Background: an optimization exercise with open tools, aiming at small area. Do not read the settings as production practice.
Where RTL was checked, it was by simulation tests only, not by an equivalence proof against the original.
Power and IR drop assume default switching activity.

==> inputs of run a <==
==> flow/design.v (excerpt) <==
module clock(
input clk,
input rst,
input btnC, btnU, btnD, btnR, btnL,
input [3:0] sw,
output [6:0] seg,
output [3:0] an,
output [3:0] led
    );
clock: 10.0 ns
lec_check: 0
abc_area: 1
cap_margin: 20
core_margin: 2
core_utilization: 40
cts_buf_list: sky130_fd_sc_hd__clkbuf_8
cts_cluster_diameter: 100
cts_cluster_size: 30
slew_margin: 20
run.sh (not shown) runs the stock make flow with config.mk's settings and CLKGATE_MAP_FILE= SYNTH_SCRIPT=/design/flow/synth_recipe.tcl, a recipe that flattens the netlist after the stock synthesis.
==> run b: changes against run a <==
==> flow/design.v (replaced) <==
`timescale 1ns / 1ps
module sev_seg(
input clk,
input rst,
input s_hourten,
input [3:0] s_hour,
input [2:0] s_minten,
input [3:0] s_min,
output [3:0] an,
output [6:0] seg
    );
reg [1:0] current_place;
reg [5:0] count;
wire wrap = &count[3:0];
wire [1:0] next_place = current_place + {1'b0, wrap};
reg [3:0] sel;
always @(*) begin
    case(next_place)
        2'd0: sel = {s_min[3] | (s_min[2] & s_min[1] & s_min[0]), s_min[2:0]};
        2'd1: sel = {1'b0, s_minten};
        2'd2: sel = {s_hour[3] | (s_hour[2] & s_hour[1] & s_hour[0]), s_hour[2:0]};
        default: sel = {3'b000, s_hourten};
    endcase
end
reg [3:0] e;           
reg [3:0] so0, so2;    
reg [2:0] so1;
reg [1:0] so3;         
reg [3:0] s;           
reg [1:0] place_d;     
reg an_on;             
reg [3:0] cur;
always @(*) begin
    case(current_place)
        2'd0: cur = so0;
        2'd1: cur = {1'b0, so1};
        2'd2: cur = so2;
        default: cur = {1'b0, so3[1], so3[1], so3[0]};
    endcase
end
always @(posedge clk) begin
    if(rst)
        begin
            count <= 0;
            current_place <= 0;
            e <= 0;
            so0 <= 4'd7;
            so1 <= 3'd7;
            so2 <= 4'd7;
            so3 <= 2'b11;
            s <= 4'd7;
        end
    else
        begin
            count <= wrap ? 6'd0 : {count[4:0], ~(count[5] ^ count[0])};
            current_place <= next_place;
            e <= sel;
            case(current_place)
                2'd0: so0 <= e;
                2'd1: so1 <= e[2:0];
                2'd2: so2 <= e;
                2'd3: so3 <= {1'b0, e[0]};
            endcase
            s <= cur;
        end
end
always @(posedge clk) begin
    an_on <= ~rst;
    place_d <= current_place;
end
assign an[0] = an_on & (place_d != 2'd0);
assign an[1] = an_on & (place_d != 2'd1);
assign an[2] = an_on & (place_d != 2'd2);
assign an[3] = an_on & (place_d != 2'd3);
assign seg[0] = (s[2] & ~s[1] & ~s[0]) | (~s[3] & ~s[2] & ~s[1] & s[0]);
assign seg[1] = (s[2] & ~s[1] & s[0]) | (s[2] & s[1] & ~s[0]);
assign seg[2] = (~s[2] & s[1] & ~s[0]);
assign seg[3] = (s[3] & s[1]) | (s[2] & ~s[1] & ~s[0]) | (~s[2] & ~s[1] & s[0]);
assign seg[4] = (s[3] & s[1]) | (~s[2] & s[0]) | (s[2] & ~s[1]);
assign seg[5] = (~s[2] & s[1]) | (s[3] & s[1]) | (~s[3] & ~s[2] & s[0]);
assign seg[6] = (~s[3] & ~s[2] & ~s[1]) | (s[3] & s[1]);
endmodule
`timescale 1ns / 1ps
module clock(
input clk,
input rst,
input btnC, btnU, btnD, btnR, btnL,
input [3:0] sw,
output [6:0] seg,
output [3:0] an,
output [3:0] led
    );
reg [6:0] count;                
reg [5:0] og_secs;
reg [1:0] sf;
reg [2:0] mt, a_mt, og_mt;      
reg [3:0] mu, a_mu, og_mu;      
reg [3:0] hr, a_hr, og_hr;      
reg [1:0] mode;                 
reg led_r;
assign led = {4{led_r}};
wire is_s = mode[0];
wire is_a = mode[1];
wire is_n = ~mode[0] & ~mode[1];
wire sw0 = (sw == 4'b0000);
wire sw1 = (sw == 4'b0001);
wire restore = is_a & sw1;
wire [2:0] v_mt = restore ? og_mt : mt;
wire [3:0] v_mu = restore ? og_mu : mu;
wire [3:0] v_hr = restore ? og_hr : hr;
wire s60 = ~restore & sf[1] & og_secs[5] & og_secs[4] & og_secs[3] & ~og_secs[2] & og_secs[1] & og_secs[0];
wire m60 = v_mt[2] & v_mt[1];
wire h13 = v_hr[3] & v_hr[2] & v_hr[0];
wire [4:0] hi = {a_mt[0], a_mu};
wire tick = is_n & count[6] & count[5] & (count[4] | count[3] | count[2]);
wire btn = is_s & hi[4] & hi[1] & hi[0] & count[6] & count[2];
wire [7:0] lo_inc = {1'b0, count} + {7'd0, ~is_a};
wire [4:0] hi_inc = hi + {4'd0, lo_inc[7]};
wire load_a = is_s & sw1;
wire sat = load_a & (lo_inc[7] | (|hi));
wire [4:0] n_hi = (is_s & ~load_a) ? (btn ? 5'd0 : hi_inc) : 5'd0;
wire m_pos = |{mt, mu};
wire h_gt1 = |hr[3:1];
wire m_dn = btn & btnD & m_pos & ~s60;
wire m_up = s60 | (btn & btnU & ~(btnD & m_pos));
wire h_dn = btn & btnR & h_gt1 & ~m60;
wire h_up = m60 | (btn & btnL & ~(btnR & h_gt1));
wire [3:0] tg_mu;
assign tg_mu[0] = m_up | m_dn;
assign tg_mu[1] = (m_up & v_mu[0] & ~v_mu[3]) | (m_dn & ~v_mu[0] & (v_mu[1] | v_mu[2] | v_mu[3]));
assign tg_mu[2] = (m_up & v_mu[1] & v_mu[0]) | (m_dn & ~v_mu[1] & ~v_mu[0] & (v_mu[2] | v_mu[3]));
assign tg_mu[3] = (m_up & v_mu[0] & (v_mu[3] | (v_mu[2] & v_mu[1]))) | (m_dn & ~v_mu[2] & ~v_mu[1] & ~v_mu[0]);
wire c_up = m_up & v_mu[3] & v_mu[0];
wire c_dn = m_dn & ~v_mu[3] & ~v_mu[2] & ~v_mu[1] & ~v_mu[0];
wire [3:0] tg_hr;
assign tg_hr[0] = h_up | h_dn;
assign tg_hr[1] = (h_up & v_hr[0]) | (h_dn & ~v_hr[0]);
assign tg_hr[2] = (h_up & v_hr[1] & v_hr[0]) | (h_dn & ~v_hr[1] & ~v_hr[0]);
assign tg_hr[3] = (h_up & v_hr[2] & v_hr[1] & v_hr[0]) | (h_dn & ~v_hr[2] & ~v_hr[1] & ~v_hr[0]);
wire [2:0] tg_mt;
assign tg_mt[0] = c_up | c_dn;
assign tg_mt[1] = (c_up & v_mt[0]) | (c_dn & ~v_mt[0]);
assign tg_mt[2] = (c_up & v_mt[1] & v_mt[0]) | (c_dn & ~v_mt[1] & ~v_mt[0]);
reg [2:0] n_mt;
reg [3:0] n_mu, n_hr;
reg [1:0] n_sf;
always @(*) begin
    n_mu = m60 ? 4'd0 : v_mu ^ tg_mu;
    n_mt = m60 ? 3'd0 : v_mt ^ tg_mt;
    n_hr = h13 ? 4'd1 : v_hr ^ tg_hr;
    if (s60 | is_s | (is_n & btnC & ~tick))
        n_sf = 2'b00;
    else if (tick)
        n_sf = 2'b10;
    else if (restore)
        n_sf = 2'b01;
    else
        n_sf = sf;
end
always @(posedge clk) begin
    if (rst)
        begin
            count <= 0;
            og_secs <= 0;
            sf <= 2'b00;
            mt <= 0; mu <= 0;
            hr <= 4'd12;
            a_hr[3:1] <= 3'b111;    
            og_mt <= 0; og_mu <= 0; og_hr <= 0;
            mode <= 2'b00;
            led_r <= 1'b0;
        end
    else
        begin
            count <= (tick | btn) ? 7'd0 : (lo_inc[6:0] | {sat, sat, 2'b00, sat, 2'b00});
            og_secs <= (tick & ~sf[1] & ~sf[0]) ? 6'd0 : og_secs + {5'd0, tick & sf[1]};
            sf <= n_sf;
            mt <= n_mt; mu <= n_mu;
            hr <= n_hr;
            if (load_a)
                a_hr[3:1] <= hr[3:1];
            if (tick)
                begin og_mt <= mt; og_mu <= mu; og_hr <= hr; end
            case (mode)
                2'b00: mode <= btnC ? 2'b01 : 2'b00;
                2'b01: mode <= sw1 ? 2'b10 : 2'b01;
                default: mode <= sw0 ? 2'b00 : 2'b10;
            endcase
            led_r <= is_n & (a_mt == mt) & (a_mu == mu) & (a_hr == hr);
        end
end
always @(posedge clk) begin
    if (load_a)
        begin a_mt[2:1] <= mt[2:1]; a_hr[0] <= hr[0]; end
    if (load_a)
        {a_mt[0], a_mu} <= {mt[0], mu};
    else if (is_s | (is_n & btnC))
        {a_mt[0], a_mu} <= n_hi;
end
wire hten = v_hr[3] & (v_hr[2] | v_hr[1]);
wire [3:0] hun = hten ? {2'b00, v_hr[2], v_hr[0]} : v_hr;
sev_seg display(.clk(clk), .rst(rst), .s_hourten(hten), .s_hour(hun), .s_minten(v_mt), .s_min(v_mu), .an(an), .seg(seg));
endmodule
==> flow/flow/run.sh (new file) <==
#!/bin/bash
# Standard layout with smaller port buffers and a clock tree without dummy loads.
# Every tool's output goes to flow_make.log here; ORFS keeps its own logs under orfs/logs.
set -euo pipefail
export BUFFER_PORTS_ARGS="-buffer_cell sky130_fd_sc_hd__buf_1"
export CTS_ARGS="-sink_clustering_enable -repair_clock_nets -dont_use_dummy_load -root_buf sky130_fd_sc_hd__clkbuf_16 -buf_list sky130_fd_sc_hd__clkbuf_4 -sink_clustering_size 30 -sink_clustering_max_diameter 100"
bash standard.sh > flow_make.log 2>&1
==> flow/standard.sh (new file) <==
#!/bin/bash
# synth_recipe.tcl (not shown) runs the flow's synth.tcl, then flattens the netlist and writes it again
# the make line also repeats each setting of config.mk as NAME=value (left out here)
make -C /OpenROAD-flow-scripts/flow DESIGN_CONFIG=/design/flow/config.mk WORK_HOME=/design/flow/orfs CLKGATE_MAP_FILE= SYNTH_SCRIPT=/design/flow/synth_recipe.tcl "${@:-finish}"
removed: flow/run.sh
==> run c: changes against run a <==
==> flow/design.v (replaced) <==
`timescale 1ns / 1ps
module sev_seg(
input clk,
input rst,
input s_hourten,
input [3:0] s_hour,
input [2:0] s_minten,
input [3:0] s_min,
output reg [3:0] an,
output [6:0] seg
    );
reg [1:0] current_place;
reg [5:0] count;
parameter max_count = 50;
wire wrap = (count > max_count);
wire [1:0] next_place = wrap ? current_place + 2'd1 : current_place;
function [3:0] code;
    input [3:0] d;
    code = {d[3] | (d[2] & d[1] & d[0]), d[2:0]};
endfunction
reg [3:0] sel;
always @(*) begin
    case(next_place)
        2'd0: sel = code(s_min);
        2'd1: sel = {1'b0, s_minten};
        2'd2: sel = code(s_hour);
        default: sel = {3'b000, s_hourten};
    endcase
end
reg [3:0] e;           
reg [3:0] so0, so2;    
reg [2:0] so1;
reg [1:0] so3;         
reg [3:0] s;           
reg [3:0] cur;
always @(*) begin
    case(current_place)
        2'd0: cur = so0;
        2'd1: cur = {1'b0, so1};
        2'd2: cur = so2;
        default: cur = {1'b0, so3[1], so3[1], so3[0]};
    endcase
end
always @(posedge clk) begin
    if(rst)
        begin
            count <= 0;
            current_place <= 0;
            e <= 0;
            so0 <= 4'd7;
            so1 <= 3'd7;
            so2 <= 4'd7;
            so3 <= 2'b11;
            s <= 4'd7;
            an <= 4'b0000;
        end
    else
        begin
            count <= wrap ? 6'd0 : count + 6'd1;
            current_place <= next_place;
            e <= sel;
            case(current_place)
                2'd0: so0 <= e;
                2'd1: so1 <= e[2:0];
                2'd2: so2 <= e;
                2'd3: so3 <= {1'b0, e[0]};
            endcase
            s <= cur;
            case(current_place)
                2'd0: an <= 4'b1110;
                2'd1: an <= 4'b1101;
                2'd2: an <= 4'b1011;
                2'd3: an <= 4'b0111;
            endcase
        end
end
reg [6:0] dec;
always @(*) begin
    case(s)
        4'd0: dec = 7'b1000000;
        4'd1: dec = 7'b1111001;
        4'd2: dec = 7'b0100100;
        4'd3: dec = 7'b0110000;
        4'd4: dec = 7'b0011001;
        4'd5: dec = 7'b0010010;
        4'd6: dec = 7'b0000010;
        4'd15: dec = 7'b1111000;
        4'd8: dec = 7'b0000000;
        4'd9: dec = 7'b0011000;
        4'd7: dec = 7'b0000000;
        default: dec = 7'bxxxxxxx;
    endcase
end
assign seg = dec;
endmodule
`timescale 1ns / 1ps
module clock(
input clk,
input rst,
input btnC, btnU, btnD, btnR, btnL,
input [3:0] sw,
output [6:0] seg,
output [3:0] an,
output [3:0] led
    );
reg [11:0] count;
reg [5:0] secs, og_secs;
reg [2:0] mt, a_mt, og_mt;      
reg [3:0] mu, a_mu, og_mu;      
reg [3:0] hr, a_hr, og_hr;      
reg [1:0] mode;                 
reg led_r;
assign led = {4{led_r}};
wire is_s = mode[0];
wire is_a = mode[1];
wire is_n = ~mode[0] & ~mode[1];
wire sw0 = (sw == 4'b0000);
wire sw1 = (sw == 4'b0001);
wire restore = is_a & sw1;
wire [5:0] v_s  = restore ? og_secs : secs;
wire [2:0] v_mt = restore ? og_mt : mt;
wire [3:0] v_mu = restore ? og_mu : mu;
wire [3:0] v_hr = restore ? og_hr : hr;
wire s60 = &v_s[5:2];
wire m60 = v_mt[2] & v_mt[1];
wire h13 = v_hr[3] & v_hr[2] & v_hr[0];
wire tick = (count >= 12'd100);
wire btn = (count >= 12'd2500);
wire m_pos = |{mt, mu};
wire h_gt1 = |hr[3:1];
wire step = is_s & btn;
wire m_dn = step & btnD & m_pos;
wire m_up = s60 | (step & btnU & ~m_dn);
wire h_dn = step & btnR & h_gt1;
wire h_up = m60 | (step & btnL & ~h_dn);
wire mu9 = v_mu[3] & v_mu[0];
wire mu0 = ~|v_mu;
wire [2:0] mt_inc = mu9 ? v_mt + 3'd1 : v_mt;
wire [3:0] mu_inc = mu9 ? 4'd0 : v_mu + 4'd1;
wire [2:0] mt_dec = mu0 ? v_mt - 3'd1 : v_mt;
wire [3:0] mu_dec = mu0 ? 4'd9 : v_mu - 4'd1;
reg [5:0] n_secs;
reg [2:0] n_mt;
reg [3:0] n_mu, n_hr;
always @(*) begin
    if (s60 | is_s | (is_n & btnC & ~tick))
        n_secs = 6'd0;
    else if (is_n & tick)
        n_secs = secs + 6'd1;
    else
        n_secs = v_s;
    if (m60)
        begin n_mt = 3'd0; n_mu = 4'd0; end
    else if (m_up)
        begin n_mt = mt_inc; n_mu = mu_inc; end
    else if (m_dn & ~s60)
        begin n_mt = mt_dec; n_mu = mu_dec; end
    else
        begin n_mt = v_mt; n_mu = v_mu; end
    if (h13)
        n_hr = 4'd1;
    else if (h_up)
        n_hr = v_hr + 4'd1;
    else if (h_dn & ~m60)
        n_hr = v_hr - 4'd1;
    else
        n_hr = v_hr;
end
always @(posedge clk) begin
    if (rst)
        begin
            count <= 0;
            secs <= 0;
            mt <= 0; mu <= 0;
            hr <= 4'd12;
            a_mt <= 0; a_mu <= 0; a_hr <= 0;
            og_secs <= 0; og_mt <= 0; og_mu <= 0; og_hr <= 0;
            mode <= 2'b00;
            led_r <= 1'b0;
        end
    else
        begin
            if (~is_a)
                count <= ((is_n & tick) | (is_s & btn)) ? 12'd0 : count + 12'd1;
            secs <= n_secs;
            mt <= n_mt; mu <= n_mu;
            hr <= n_hr;
            if (is_s)
                begin a_mt <= mt; a_mu <= mu; a_hr <= hr; end
            if (is_n & tick)
                begin og_secs <= secs; og_mt <= mt; og_mu <= mu; og_hr <= hr; end
            case (mode)
                2'b00: mode <= btnC ? 2'b01 : 2'b00;
                2'b01: mode <= sw1 ? 2'b10 : 2'b01;
                default: mode <= sw0 ? 2'b00 : 2'b10;
            endcase
            led_r <= is_n & (a_mt == mt) & (a_mu == mu) & (a_hr == hr);
        end
end
wire hten = v_hr[3] & (v_hr[2] | v_hr[1]);
wire [3:0] hun = hten ? {2'b00, v_hr[2], v_hr[0]} : v_hr;
sev_seg display(.clk(clk), .rst(rst), .s_hourten(hten), .s_hour(hun), .s_minten(v_mt), .s_min(v_mu), .an(an), .seg(seg));
endmodule
- ABC_AREA: 1 -> unset
- CTS_BUF_LIST: sky130_fd_sc_hd__clkbuf_8 -> unset
- CTS_CLUSTER_DIAMETER: 100 -> unset
- CTS_CLUSTER_SIZE: 30 -> unset
==> summary of the runs <==
The highest clock skew belongs to run b, the lowest to run c.
Sequential cell count, highest first: run c, run a, run b.
Worst setup slack: run c < run a < run b.
Clock power: run a < run b < run c.
Wire length: run c > run a > run b.
Cell area: run c > run a > run b.
Final cell count: run a > run c > run b.
The lowest area after synthesis belongs to run b, the highest to run c.
Non-clock buffer count is the same in run c and run b.
Count of clock-buffer cells in the layout, lowest first: run b, run a, run c.
For run a and run c, only the layout was checked, not whether the RTL still works.

-- afterwards: timing with drivers on the ports --
In the flow no input, the clock included, has a driving cell. The finished layouts below were timed again as built, in two steps.
Step 1 sets driving cells, clkbuf_16 on the clock port and buf_2 on the other inputs (assumed; they add their load-dependent delay and slew).
Step 2 also shifts input and output timing later by t, the mid clock arrival at the registers, as if the neighbouring blocks saw the same clock.
a / b / c = ideal / step 1 / step 2; a / b = the first two.
run	shift t [ns]	slack for setup (ns)	latest minus earliest clock arrival (ns)	slew at the worst register clock pin (ns)
run a	0.394	5.835 / 5.846 / 5.452	0.017 / 0.018	0.10 / 0.10
run b	0.369	6.702 / 6.713 / 6.348	0.018 / 0.018	0.06 / 0.06
run c	0.380	4.748 / 4.765 / 4.385	0.008 / 0.008	0.07 / 0.07
After both steps every run listed still meets setup and hold. For run a, which loses most, drivers alone change the setup slack by +0.011 ns; drivers and shift together by -0.383 ns.
